What follows belongs to an exercise in optimizing a design on an open flow for small area and a short achievable clock period; a production flow would make more cautious choices.
The RTL was checked by simulation tests, not by an equivalence proof against the original design.
No activity file was given, so power comes from the tool's default toggle rates.

**flow/config.mk**
```make
export PLATFORM = sky130hd
export DESIGN_NAME = cpu
export DESIGN_NICKNAME = cpu
export VERILOG_FILES = /design/flow/design.v
export SDC_FILE = /design/flow/constraint.sdc
export NUM_CORES = 4
export LEC_CHECK = 0
export CAP_MARGIN = 20
export CORE_MARGIN = 2
export CORE_UTILIZATION = 25
export SLEW_MARGIN = 20
```
**flow/constraint.sdc**
```tcl
create_clock -name core_clock -period 14.0 [get_ports {clk}]
set_input_delay 2.8000 -clock core_clock [delete_from_list [all_inputs] [get_ports {clk}]]
set_output_delay 2.8000 -clock core_clock [all_outputs]
set_load 0.01 [all_outputs]
```
**flow/design.v**
```verilog
module cpu (
    input  logic        clk,
    input  logic        a_reset_n,
    output logic [11:0] imem_addr,
    input  logic [31:0] imem_rdata,
    output logic [30:0] dmem_addr,
    output logic        dmem_we,
    output logic [31:0] dmem_wdata,
    input  logic [31:0] dmem_rdata
);
    logic [31:0] ins;
    assign ins = imem_rdata;
    logic [6:0] opc;
    logic [2:0] f3;
    logic [4:0] rd, rs1, rs2;
    assign opc = ins[6:0];
    assign f3  = ins[14:12];
    assign rd  = ins[11:7];
    assign rs1 = ins[19:15];
    assign rs2 = ins[24:20];
    logic is_lui, is_auipc, is_jal, is_jalr, is_br, is_load, is_store, is_opimm, is_op;
    assign is_lui   = (opc == 7'b0110111);
    assign is_auipc = (opc == 7'b0010111);
    assign is_jal   = (opc == 7'b1101111);
    assign is_jalr  = (opc == 7'b1100111);
    assign is_br    = (opc == 7'b1100011);
    assign is_load  = (opc == 7'b0000011);
    assign is_store = (opc == 7'b0100011);
    assign is_opimm = (opc == 7'b0010011);
    assign is_op    = (opc == 7'b0110011);
    logic [31:0] imm_i, imm_s, imm_u;
    logic [11:0] imm_b, imm_j;           
    assign imm_i = {{20{ins[31]}}, ins[31:20]};
    assign imm_s = {{20{ins[31]}}, ins[31:25], ins[11:7]};
    assign imm_u = {ins[31:12], 12'b0};
    assign imm_b = {ins[7],  ins[30:25], ins[11:8], 1'b0};
    assign imm_j = {ins[20], ins[30:21], 1'b0};
    logic [31:0] regs [1:31];
    logic [31:1] valid;
    logic [31:1] wsel;
    logic [31:0] wdata;
    logic        rf_we;
    assign rf_we = ~(is_br | is_store);
    always_comb begin
        for (int k = 1; k < 32; k++)
            wsel[k] = rf_we & (rd == k[4:0]);
    end
    always_ff @(posedge clk, negedge a_reset_n) begin
        if (~a_reset_n) valid <= '0;
        else            valid <= valid | wsel;
    end
    for (genvar k = 1; k < 32; k++) begin : g_reg
        always_ff @(posedge clk) begin
            if (wsel[k]) regs[k] <= wdata;
        end
    end
    logic [31:0] a, b;
    always_comb begin
        a = '0;
        b = '0;
        for (int k = 1; k < 32; k++) begin
            a = a | ({32{valid[k] & (rs1 == k[4:0])}} & regs[k]);
            b = b | ({32{valid[k] & (rs2 == k[4:0])}} & regs[k]);
        end
    end
    logic [11:0] pc, pc_next;
    logic [12:0] pc4;
    logic [11:0] pc_tgt;
    always_ff @(posedge clk, negedge a_reset_n) begin
        if (~a_reset_n) pc <= '0;
        else            pc <= pc_next;
    end
    assign imem_addr = pc;
    assign pc4    = {1'b0, pc} + 13'd4;
    assign pc_tgt = pc + (is_jal ? imm_j : imm_b);
    logic [31:0] asum;
    assign asum = a + (is_store ? imm_s : imm_i);
    assign dmem_addr  = asum[30:0];
    assign dmem_we    = is_store;
    assign dmem_wdata = {f3[1] ? b[31:16] : 16'b0,
                         (f3[1] | f3[0]) ? b[15:8] : 8'b0,
                         b[7:0]};
    logic [31:0] opb;
    assign opb = ins[5] ? b : imm_i;           
    logic        sub;
    assign sub = ~(is_op & (f3 == 3'b000) & ~ins[30]);
    logic [32:0] dsum;
    assign dsum = {1'b0, a} + {1'b0, opb ^ {32{sub}}} + {32'b0, sub};
    logic ltu, lt, eq;
    assign ltu = ~dsum[32];
    assign lt  = (a[31] ^ opb[31]) ? a[31] : dsum[31];
    assign eq  = (a == b);
    logic taken;
    assign taken = f3[2] ? ((f3[0] ? ltu : lt) ^ f3[1]) : (eq ^ f3[0]);
    logic [4:0]  shamt;
    logic [31:0] sh_in, sh_out, sh_rev;
    logic [31:0] sh_ext;
    logic        sh_fill;
    logic        sh_left;
    assign shamt   = ins[5] ? b[4:0] : ins[24:20];
    assign sh_left = ~f3[2];
    for (genvar k = 0; k < 32; k++) begin : g_rev
        assign sh_rev[k] = a[31 - k];
        assign sh_out[k] = sh_left ? sh_ext[31 - k] : sh_ext[k];
    end
    assign sh_in  = sh_left ? sh_rev : a;
    assign sh_fill = ins[30] & ~sh_left & a[31];
    logic [31:0] sh1, sh2, sh4, sh8;
    assign sh1    = shamt[0] ? {{1{sh_fill}},  sh_in[31:1]}  : sh_in;
    assign sh2    = shamt[1] ? {{2{sh_fill}},  sh1[31:2]}    : sh1;
    assign sh4    = shamt[2] ? {{4{sh_fill}},  sh2[31:4]}    : sh2;
    assign sh8    = shamt[3] ? {{8{sh_fill}},  sh4[31:8]}    : sh4;
    assign sh_ext = shamt[4] ? {{16{sh_fill}}, sh8[31:16]}   : sh8;
    logic [31:0] alu;
    always_comb begin
        case (f3)
            3'b000:  alu = is_opimm ? asum : dsum[31:0];
            3'b001:  alu = sh_out;
            3'b010:  alu = {31'b0, lt};
            3'b011:  alu = {31'b0, ltu};
            3'b100:  alu = a ^ opb;
            3'b101:  alu = sh_out;
            3'b110:  alu = a | opb;
            default: alu = a & opb;
        endcase
    end
    logic [31:0] ld;
    always_comb begin
        case (f3[1:0])
            2'b00:   ld = {{24{~f3[2] & dmem_rdata[7]}},  dmem_rdata[7:0]};
            2'b01:   ld = {{16{~f3[2] & dmem_rdata[15]}}, dmem_rdata[15:0]};
            default: ld = dmem_rdata;
        endcase
    end
    always_comb begin
        if (is_load)                wdata = ld;
        else if (is_lui)            wdata = imm_u;
        else if (is_auipc)          wdata = {ins[31:12], pc};
        else if (is_jal | is_jalr)  wdata = {19'b0, pc4};
        else                        wdata = alu;
    end
    always_comb begin
        if (is_jalr)                          pc_next = {asum[11:1], 1'b0};
        else if (is_jal | (is_br & taken))    pc_next = pc_tgt;
        else                                  pc_next = pc4[11:0];
    end
endmodule
```
**flow/run.sh**
```bash
#!/bin/bash
# synth_recipe.tcl (not shown) runs the flow's synth.tcl, then flattens the netlist and writes it again
# the make line also repeats each setting of config.mk as NAME=value (left out here)
make -C /OpenROAD-flow-scripts/flow DESIGN_CONFIG=/design/flow/config.mk WORK_HOME=/design/flow/orfs CLKGATE_MAP_FILE= SYNTH_SCRIPT=/design/flow/synth_recipe.tcl finish
```
==> results of run 1 <==
## area by class of cell
type,instances,area share
Antenna cell,30,0.001065
Clock buffer,146,0.04336
Clock inverter,74,0.01518
Inverter,108,0.005753
Multi-Input combinational cell,4234,0.3680
Sequential cell,1034,0.4382
Tap cell,3132,0.05561
Timing Repair Buffer,608,0.07287
## cells by family after synthesis
family | share of synthesized area
DFF | 0.5261
AOI/OAI and AO/OA | 0.1604
buffers and inverters | 0.04186
adders and majority gates | 0.03027
and+or+nand+nor | 0.2048
other | 0.00006397
muxes | 0.01620
xor gates and xnor gates | 0.02032
## worst max-delay path: cells and delay by family
kind / cells / cell delay, ns
AOI/OAI and AO/OA: 8 / 1.75
xor gates and xnor gates: 1 / 0.68
and+or+nand+nor: 6 / 2.42
adders and majority gates: 1 / 0.33
buffers and inverters: 6 / 2.50
## synth_stat cells (118+ instances only)
cell and number:
or3_1 200, nand2_1 1073, nor2_1 316, o2111ai_1 118
a21oi_1 182, clkbuf_1 286, ha_1 137, o21ai_0 138
nand4_1 247, o22ai_1 596, nor3_1 193, edfxtp_1 992
## metrics by stage
step                      setup WS (ns)  power [mW]  hold WS (ns)    util
after floorplan                   3.944       5.130        0.6362       -
after global placement           0.8076       6.893        0.4592  0.2841
after global routing             0.7701       10.50        0.4885  0.3022
after CTS                        0.7445       10.20        0.4773  0.3020
after detailed placement         0.7798       6.875        0.4621  0.2843
final                            0.6771       10.41        0.4760  0.3025
## worst paths after layout
kind / start / to / slack (ns)
max: imem_rdata[17] / dmem_addr[16] / 0.68
min: valid[14]$_DFF_PN0_ / valid[14]$_DFF_PN0_ / 0.48
max reg2reg: valid[10]$_DFF_PN0_ / regs[31][30]$_DFFE_PP_ / 5.88
min reg2reg: valid[14]$_DFF_PN0_ / valid[14]$_DFF_PN0_ / 0.48
max in group asynchronous: a_reset_n / valid[2]$_DFF_PN0_ / 11.11
min in group asynchronous: a_reset_n / valid[23]$_DFF_PN0_ / 2.18
## registers in the layout (all words and copies together), names as in the netlist
name / flops
valid: 31
pc: 11
regs: 992
## per-layer routing
metal  GRT usage  wire [um]  vias to the layer above
li1            -          -                    23130
met1      0.4368     159400                    31740
met2      0.5102     178300                     6844
met3      0.1578      68190                     2119
met4      0.2670      42400                       32
met5           0        281                        -
## where the power goes
group,internal (mW),total (mW),switching [mW]
Combinational,0.847,3.26,2.41
Sequential,3.62,3.77,0.147
Clock,1.92,3.39,1.47
==> metrics.cfg, run 1 <==
[routing]
drt-initial-drc-count = 12720
drt_first_pass_iters = 7
routed_wl_mm = 448.5
drc_errors = 0
wl_per_cell_um = 47.89
vias = 63860
viasPerCell = 6.819
ant_nets = 0

[synth]
netlist_instances = 5858
yosysTopAreaCell = edfxtp_1
synth_seq_cells = 1034
synthFlopType = edfxtp_1
synth_top_area_share = 0.5082
yosys_warnings = 2
netlist-cell-type-count = 94
syn-cell-area_um2 = 58620
syn_nets = 6064
async_flop_share = 0.04062
synth_area_leaders = edfxtp_1 51%, nand2_1 6.9%, o22ai_1 6.4%
synth_edf_count = 992
syn_area_per_cell_um2 = 10.01
synth_sequential_area_ratio = 0.5261

[worst_hold_path]
hold_path_class = register to register
min_path_cells = 1

[global_routing]
grt_overflow = 0
grt_use_total = 0.3628
grt_pass1_vias = 58600
antenna_found_initial = 47
grt_pass1_wl_mm = 576.2
grt_max_degree = 46

[worst_setup_path]
path_class = primary input to output pin
worstPathRequired_ns = 11.20
critPathMaxFanout = 16
slowest_stage = a211oi_1
critPathLaunchType = primary input
slowest_delay_ns = 0.89
crit_chain = clkdlybuf4s50_1 > buf_4 > and3b_2 > nand2_1 > buf_4 > o22ai_1 > nor4_1 > and4_1 > inv_1 > ha_1 > o21ai_0 > a21oi_1 > nor2_1 > a211oi_1 > buf_4 > a31o_2 > o21ai_0 > nand2b_1 > a21o_1 > a21oi_1 > xnor2_1 > clkdlybuf4s50_1
reg2reg_depth = 23
end_kind = output pin
path_common_cell = buf_4
arrival_ns = 10.52

[cells_and_area]
fillCellCount = 24310
seqCellArea_um2 = 30880
area_delta_synth_final_pct = 20.22
drive_above_1_share = 0.1423
stdcell_count = 9366
multi_input_area_um2 = 25930
fin_area_um2 = 70470
final_common_cell = nand2_1
layout.nets = 6308
final_cell_mix = 1068 x nand2_1, 992 x edfxtp_1, 596 x o22ai_1

[clock_tree]
cts_tree = done
clk_pin_slew_ns = 0.06
postCtsHoldBufs = 0
cts_resized = 0
clockBufferDepth = 3
post-cts-setup-buffers = 0
cts_inserted_buffers = 116
h-tree-depth = 3
cts-root-buf = clkbuf_16
clock_sinks = 1034
clk_latency_ns = 0.87

[power]
power.density_nw_per_um2 = 147.7
ir_worst_vdd_uv = 114.7
p_leak_nw = 24.74

[timing]
final_max_slew_viol_count = 0
rsz0062_at_grt = false
worst_pin_slew_ns = 1.389
finalSetupViolCount = 0
tns_ns = 0
layout_min_cycle_time_ns = 13.32
fmax_mhz = 75.06
skew_ns = 0.1162
min_period_over_period = 0.9516
slew_headroom = 0.07169
finalHoldViolCount = 0

[place]
placed_cells = 9115
hpwl_mm = 308.1
port_buffers = 140
gp_congestion = 1.099
dpl_cell_area_um2 = 66230

[floorplan]
die_w_um = 488.2
core-area_um2 = 233000
die_y_um = 488.2
initial_core_util = 0.2516
die-area_um2 = 238400
rows = 177
ios = 142

[job]
drv_cap = 0

[outcome]
status = complete, no violations

==> run 2, diff against run 1 <==
--- a/flow/design.v
+++ b/flow/design.v
@@ -1,3 +1,53 @@
+module rf_dec (
+    input  logic [4:0]  rs,
+    input  logic [31:1] valid,
+    output logic [31:1] sel
+);
+    always_comb
+        for (int k = 1; k < 32; k++) sel[k] = valid[k] & (rs == k[4:0]);
+endmodule
+module rf_ao3n (
+    input  logic [2:0] s,
+    input  logic [2:0] d,
+    output logic       y
+);
+    assign y = ~((s[0] & d[0]) | (s[1] & d[1]) | (s[2] & d[2]));
+endmodule
+module rf_mux (
+    input  logic [31:1] sel,
+    input  logic [31:1] d,
+    output logic        y
+);
+    logic [10:0] t;
+    for (genvar g = 0; g < 10; g++) begin : g_ao
+        rf_ao3n u (.s(sel[3*g+3:3*g+1]), .d(d[3*g+3:3*g+1]), .y(t[g]));
+    end
+    assign t[10] = ~(sel[31] & d[31]);
+    assign y = ~&t;
+endmodule
+module add_ks #(parameter N = 32) (
+    input  logic [N-1:0] x,
+    input  logic [N-1:0] y,
+    output logic [N-1:0] s
+);
+    localparam L = 5;    
+    logic [N-1:0] g [0:L];
+    logic [N-1:0] p [0:L];
+    assign g[0] = x & y;
+    assign p[0] = x ^ y;
+    for (genvar l = 0; l < L; l++) begin : g_lvl
+        for (genvar i = 0; i < N; i++) begin : g_bit
+            if (i >= (1 << l)) begin : g_op
+                assign g[l+1][i] = g[l][i] | (p[l][i] & g[l][i - (1 << l)]);
+                assign p[l+1][i] = p[l][i] & p[l][i - (1 << l)];
+            end else begin : g_pass
+                assign g[l+1][i] = g[l][i];
+                assign p[l+1][i] = p[l][i];
+            end
+        end
+    end
+    assign s = p[0] ^ {g[L][N-2:0], 1'b0};
+endmodule
 module cpu (
     input  logic        clk,
     input  logic        a_reset_n,
@@ -55,13 +105,16 @@
         end
     end
     logic [31:0] a, b;
-    always_comb begin
-        a = '0;
-        b = '0;
-        for (int k = 1; k < 32; k++) begin
-            a = a | ({32{valid[k] & (rs1 == k[4:0])}} & regs[k]);
-            b = b | ({32{valid[k] & (rs2 == k[4:0])}} & regs[k]);
+    logic [31:1] sel_a, sel_b;
+    rf_dec dec_a (.rs(rs1), .valid(valid), .sel(sel_a));
+    rf_dec dec_b (.rs(rs2), .valid(valid), .sel(sel_b));
+    for (genvar i = 0; i < 32; i++) begin : g_bit
+        logic [31:1] col;
+        for (genvar k = 1; k < 32; k++) begin : g_col
+            assign col[k] = regs[k][i];
         end
+        rf_mux mux_a (.sel(sel_a), .d(col), .y(a[i]));
+        rf_mux mux_b (.sel(sel_b), .d(col), .y(b[i]));
     end
     logic [11:0] pc, pc_next;
     logic [12:0] pc4;
@@ -74,7 +127,7 @@
     assign pc4    = {1'b0, pc} + 13'd4;
     assign pc_tgt = pc + (is_jal ? imm_j : imm_b);
     logic [31:0] asum;
-    assign asum = a + (is_store ? imm_s : imm_i);
+    add_ks #(.N(32)) addr_add (.x(a), .y(is_store ? imm_s : imm_i), .s(asum));
     assign dmem_addr  = asum[30:0];
     assign dmem_we    = is_store;
     assign dmem_wdata = {f3[1] ? b[31:16] : 16'b0,
--- a/flow/config.mk
+++ b/flow/config.mk
@@ -7,5 +7,8 @@
 export LEC_CHECK = 0
 export CAP_MARGIN = 20
 export CORE_MARGIN = 2
-export CORE_UTILIZATION = 25
+export CORE_UTILIZATION = 45
+export SETUP_SLACK_MARGIN = 5
 export SLEW_MARGIN = 20
+export SYNTH_HIERARCHICAL = 1
+export SYNTH_MINIMUM_KEEP_SIZE = 0
==> run 2 against run 1 <==
Effect of this change:
- critical path depth decreased by 4
- clock power decreased by 19%
- core utilization increased by 26 points
- power decreased by 11%
- die area decreased by 51%
- combinational power decreased by 16%
- fmax increased by 34%
- largest cell class unchanged
- clock skew decreased by 0.060 ns
- via count decreased by 27%
- first-iteration DRC count decreased by 11%
==> metrics.cfg, run 2 <==
[outcome]
status = complete, no violations

[global_routing]
grt_pass1_wl_mm = 336.8
grt_pass1_vias = 42860
grt_use_total = 0.4105
antenna_found_initial = 17
grt_overflow = 0
grt_max_degree = 60

[worst_setup_path]
crit_cells = 18
regToRegEndpoint = pc[11]$_DFF_PN0_
critPathLaunchType = primary input
path_class = primary input to output pin
reg2reg_depth = 21
r2r_start = valid[1]$_DFF_PN0_
end_kind = output pin
critPathMaxFanout = 8
arrival_ns = 7.14
crit_chain = buf_12 > and3b_2 > and3_4 > buf_12 > a222oi_1 > nand4_1 > a2111o_1 > ha_4 > fa_2 > a21oi_2 > nand4b_1 > a21oi_4 > buf_4 > nor3_4 > o21ai_2 > a21oi_2 > xnor2_2 > buf_2
slowest_stage = a2111o_1
slowest_delay_ns = 0.66
crit_start = imem_rdata[17]
cp_num_buf_inv = 4
worstPathRequired_ns = 11.20
reg2reg_slack_ns = 7.36
critPathTopFamily = compound AO/OA/AOI/OAI gates

[synth]
yosysTopAreaCell = edfxtp_1
synth_top_area_share = 0.5764
synth_fa_ha_area_frac = 0.03481
synth.top_cells.by_count = 992 x edfxtp_1, 640 x a222oi_1, 226 x a21oi_1, 220 x nand2_1, 159 x nor2_1
synth_top_family_by_area = compound AO/OA/AOI/OAI gates
syn-cell-area_um2 = 51680
syn_area_per_cell_um2 = 13.60
synth_sequential_area_ratio = 0.5967
yosysMostFrequentCell = edfxtp_1
netlist-cell-type-count = 104
synth_compound_area_frac = 0.2164
synth_xor_area_frac = 0.02339
async_flop_share = 0.04062
synthFlopType = edfxtp_1
synth_seq_cells = 1034
syn_nets = 4008
synth_edf_count = 992
yosys_warnings = 12
netlist_instances = 3800
synthMuxAreaShare = 0.02895
synth_area_leaders = edfxtp_1 58%, a222oi_1 12%, ha_1 3.4%
synth-simple-area-share = 0.08255

[clock_tree]
clk_latency_ns = 0.74
clock_sinks = 1034
cts-root-buf = clkbuf_16
clockBufferDepth = 3
h-tree-depth = 3
clk_pin_slew_ns = 0.06
postCtsHoldBufs = 0
cts_tree = done
cts_inserted_buffers = 106

[power]
swShare = 0.3316
pwr-share-clk = 0.297
internal-power_mw = 6.166
ir_worst_vdd_uv = 140.1
combPwrFrac = 0.298
power.density_nw_per_um2 = 143.3
p_switching_mw = 3.058
p_total_mw = 9.224
p_leak_nw = 22.64
seq_power_share = 0.405

[routing]
routed_wl_mm = 252.6
drt_first_pass_iters = 15
vias = 46480
ant_nets = 0
drt-initial-drc-count = 11300
wl_per_cell_um = 42.25
drc_errors = 0
viasPerCell = 7.774

[floorplan]
ios = 142
core-area_um2 = 114200
initial_core_util = 0.4526
die_y_um = 342.9
die_w_um = 342.9
rows = 124
die-area_um2 = 117600

[timing]
layout_min_cycle_time_ns = 9.940
finalHoldViolCount = 0
finalSetupViolCount = 0
rsz0062_at_grt = true
fmax_mhz = 100.6
skew_ns = 0.05656
final_max_slew_viol_count = 0
worst_pin_slew_ns = 1.427
hold_ws_ns = 0.5157
tns_ns = 0
min_period_over_period = 0.7100
slew_headroom = 0.04893

[cells_and_area]
fillCellCount = 9345
drive_above_1_share = 0.2427
top_register = regs
reg.largest.list = regs (992), valid (31), pc (11)
layout.nets = 4580
final_cell_mix = 992 x edfxtp_1, 640 x a222oi_1, 316 x buf_4
fin_area_um2 = 64370
largest_register_ffs = 992
final_common_cell = edfxtp_1
area_delta_synth_final_pct = 24.54

[place]
port_buffers = 140
hpwl_mm = 144.1
gp_congestion = 1.029
dpl_cell_area_um2 = 56020

[worst_hold_path]
hold_path_class = register to register
hold_end = valid[24]$_DFF_PN0_
min_from = valid[24]$_DFF_PN0_
min_path_cells = 1

[job]
drv_cap = 0

-- run 2: cell types whose count changed in the layout (fill, tap and decap cells not counted), moves of 102 or more --
cell,before,now
nand2_1,1068,212
or3_1,200,12
nor3_1,185,19
nor4_1,110,8
o2111ai_1,118,4
buf_4,449,316
o22ai_1,596,11
nor2_1,279,124
a222oi_1,0,640
-- run 2: power groups by stage --
stage / registers, mW / logic (mW) / clock network [mW]
2_1_floorplan: 3.75 / 1.22 / 0
3_3_place_gp: 3.76 / 2.16 / 0
3_5_place_dp: 3.77 / 2.16 / 0
4_1_cts: 3.72 / 2.47 / 2.75
5_1_grt: 3.73 / 2.84 / 2.86
6_report: 3.73 / 2.75 / 2.74
-- run 2: layer usage --
| layer | global-route usage | vias to the layer above | routed length, um | share of wire |
|---|---|---|---|---|
| met4 | 0.2733 | 28 | 23440 | 0.093 |
| met3 | 0.1749 | 1156 | 41530 | 0.16 |
| met1 | 0.4894 | 22550 | 81600 | 0.32 |
| li1 | - | 18090 | - | - |
| met2 | 0.6030 | 4655 | 105300 | 0.42 |
| met5 | 0.02364 | - | 696 | 0.0028 |
-- run 2: through the flow --
| step | worst slack (ns) | cells | util |
|---|---|---|---|
| after global routing | 4.082 | 5971 | 0.5635 |
| after detailed placement | 2.487 | 5462 | 0.4906 |
| after floorplan | 5.004 | 3800 | - |
| final | 4.060 | 5979 | 0.5637 |
| after global placement | 2.482 | 5462 | 0.4905 |
| after CTS | 4.315 | 5895 | 0.5519 |
-- run 2: area by class of cell --
type	instances	area [um2]	share of cell area
Clock buffer	132	2791	0.04337
Antenna cell	9	22.52	0.0003499
Sequential cell	1034	30840	0.4791
Clock inverter	62	498.0	0.007736
Inverter	83	319.1	0.004957
Tap cell	1512	1892	0.02939
Multi-Input combinational cell	2601	22790	0.3541
Timing Repair Buffer	546	5211	0.08096
-- run 2: cell families after synthesis --
logic type	after synthesis
AOI/OAI and AO/OA	1345
muxes	101
other	1
and+or+nand+nor	830
buffers and inverters	209
DFF	1034
xor gates and xnor gates	138
adders and majority gates	142
-- run 2: worst reg2reg max path, delay by kind of cell, from the launching register on --
kind	cells	cell delay [ns]
compound gates	8	2.46
xor+xnor	1	0.10
fa+ha+maj	1	0.39
buf+inv	5	1.00
flops	1	0.53
mux	2	0.51
simple gates	4	1.59
-- run 2: Yosys stat by module (local to each module, per instance), a selection --
| module | copies in the design | cells | flip-flops and latches |
|---|---|---|---|
| cpu | 1 | 2565 | 1034 |
| rf_dec | 2 | 47 | 0 |
| rf_mux | 64 | 4 | 0 |
| rf_ao3n | 640 | 1 | 0 |
-- run 2: timing repair --
item	4_1_cts	5_1_grt
buffers inserted	200	62
hold endpoints to repair	0	0
pin swaps	252	173
gates cloned	39	13
gates resized for setup	538	138
endpoints found under the setup margin	849	861
-- run 2: worst max-delay path by stage --
stage	to	slack (ns)
final	dmem_addr[18]	4.06
after floorplan	dmem_addr[10]	5.00
after global placement	dmem_addr[28]	2.48
after CTS	dmem_addr[28]	4.32
after global routing	dmem_addr[18]	4.08
after detailed placement	dmem_addr[26]	2.49

## separate check: timing with driven ports
How much do the figures lean on ideal ports? The routed layouts below were timed once more, with nothing changed but the port constraints. Step 1 sets driving cells, clkbuf_16 on the clock port and buf_2 on the other inputs (assumed; they add their load-dependent delay and slew). Step 2 times the ports against the registers' clock, not the clock port: input delays grow and output delays shrink by t, the midpoint of the rising clock arrivals with the driver on. Slacks: ideal ports / drivers / drivers and shift; pairs: ideal ports / drivers.
| run | shift t [ns] | setup slack, ns | worst setup path at the end | slew at the worst register clock pin (ns) | worst slew at a driven data input, ns |
|---|---|---|---|---|---|
| run 1 | 0.904 | 0.677 / 0.654 / 0.654 | input to output | 0.07 / 0.07 | 0.13 |
| run 2 | 0.781 | 4.060 / 3.867 / 3.867 | input to output | 0.07 / 0.07 | 0.32 |
After both steps setup and hold are still met in every run listed. The setup slack of run 2, which loses most, moves by -0.193 ns with the drivers and by -0.193 ns with both steps.
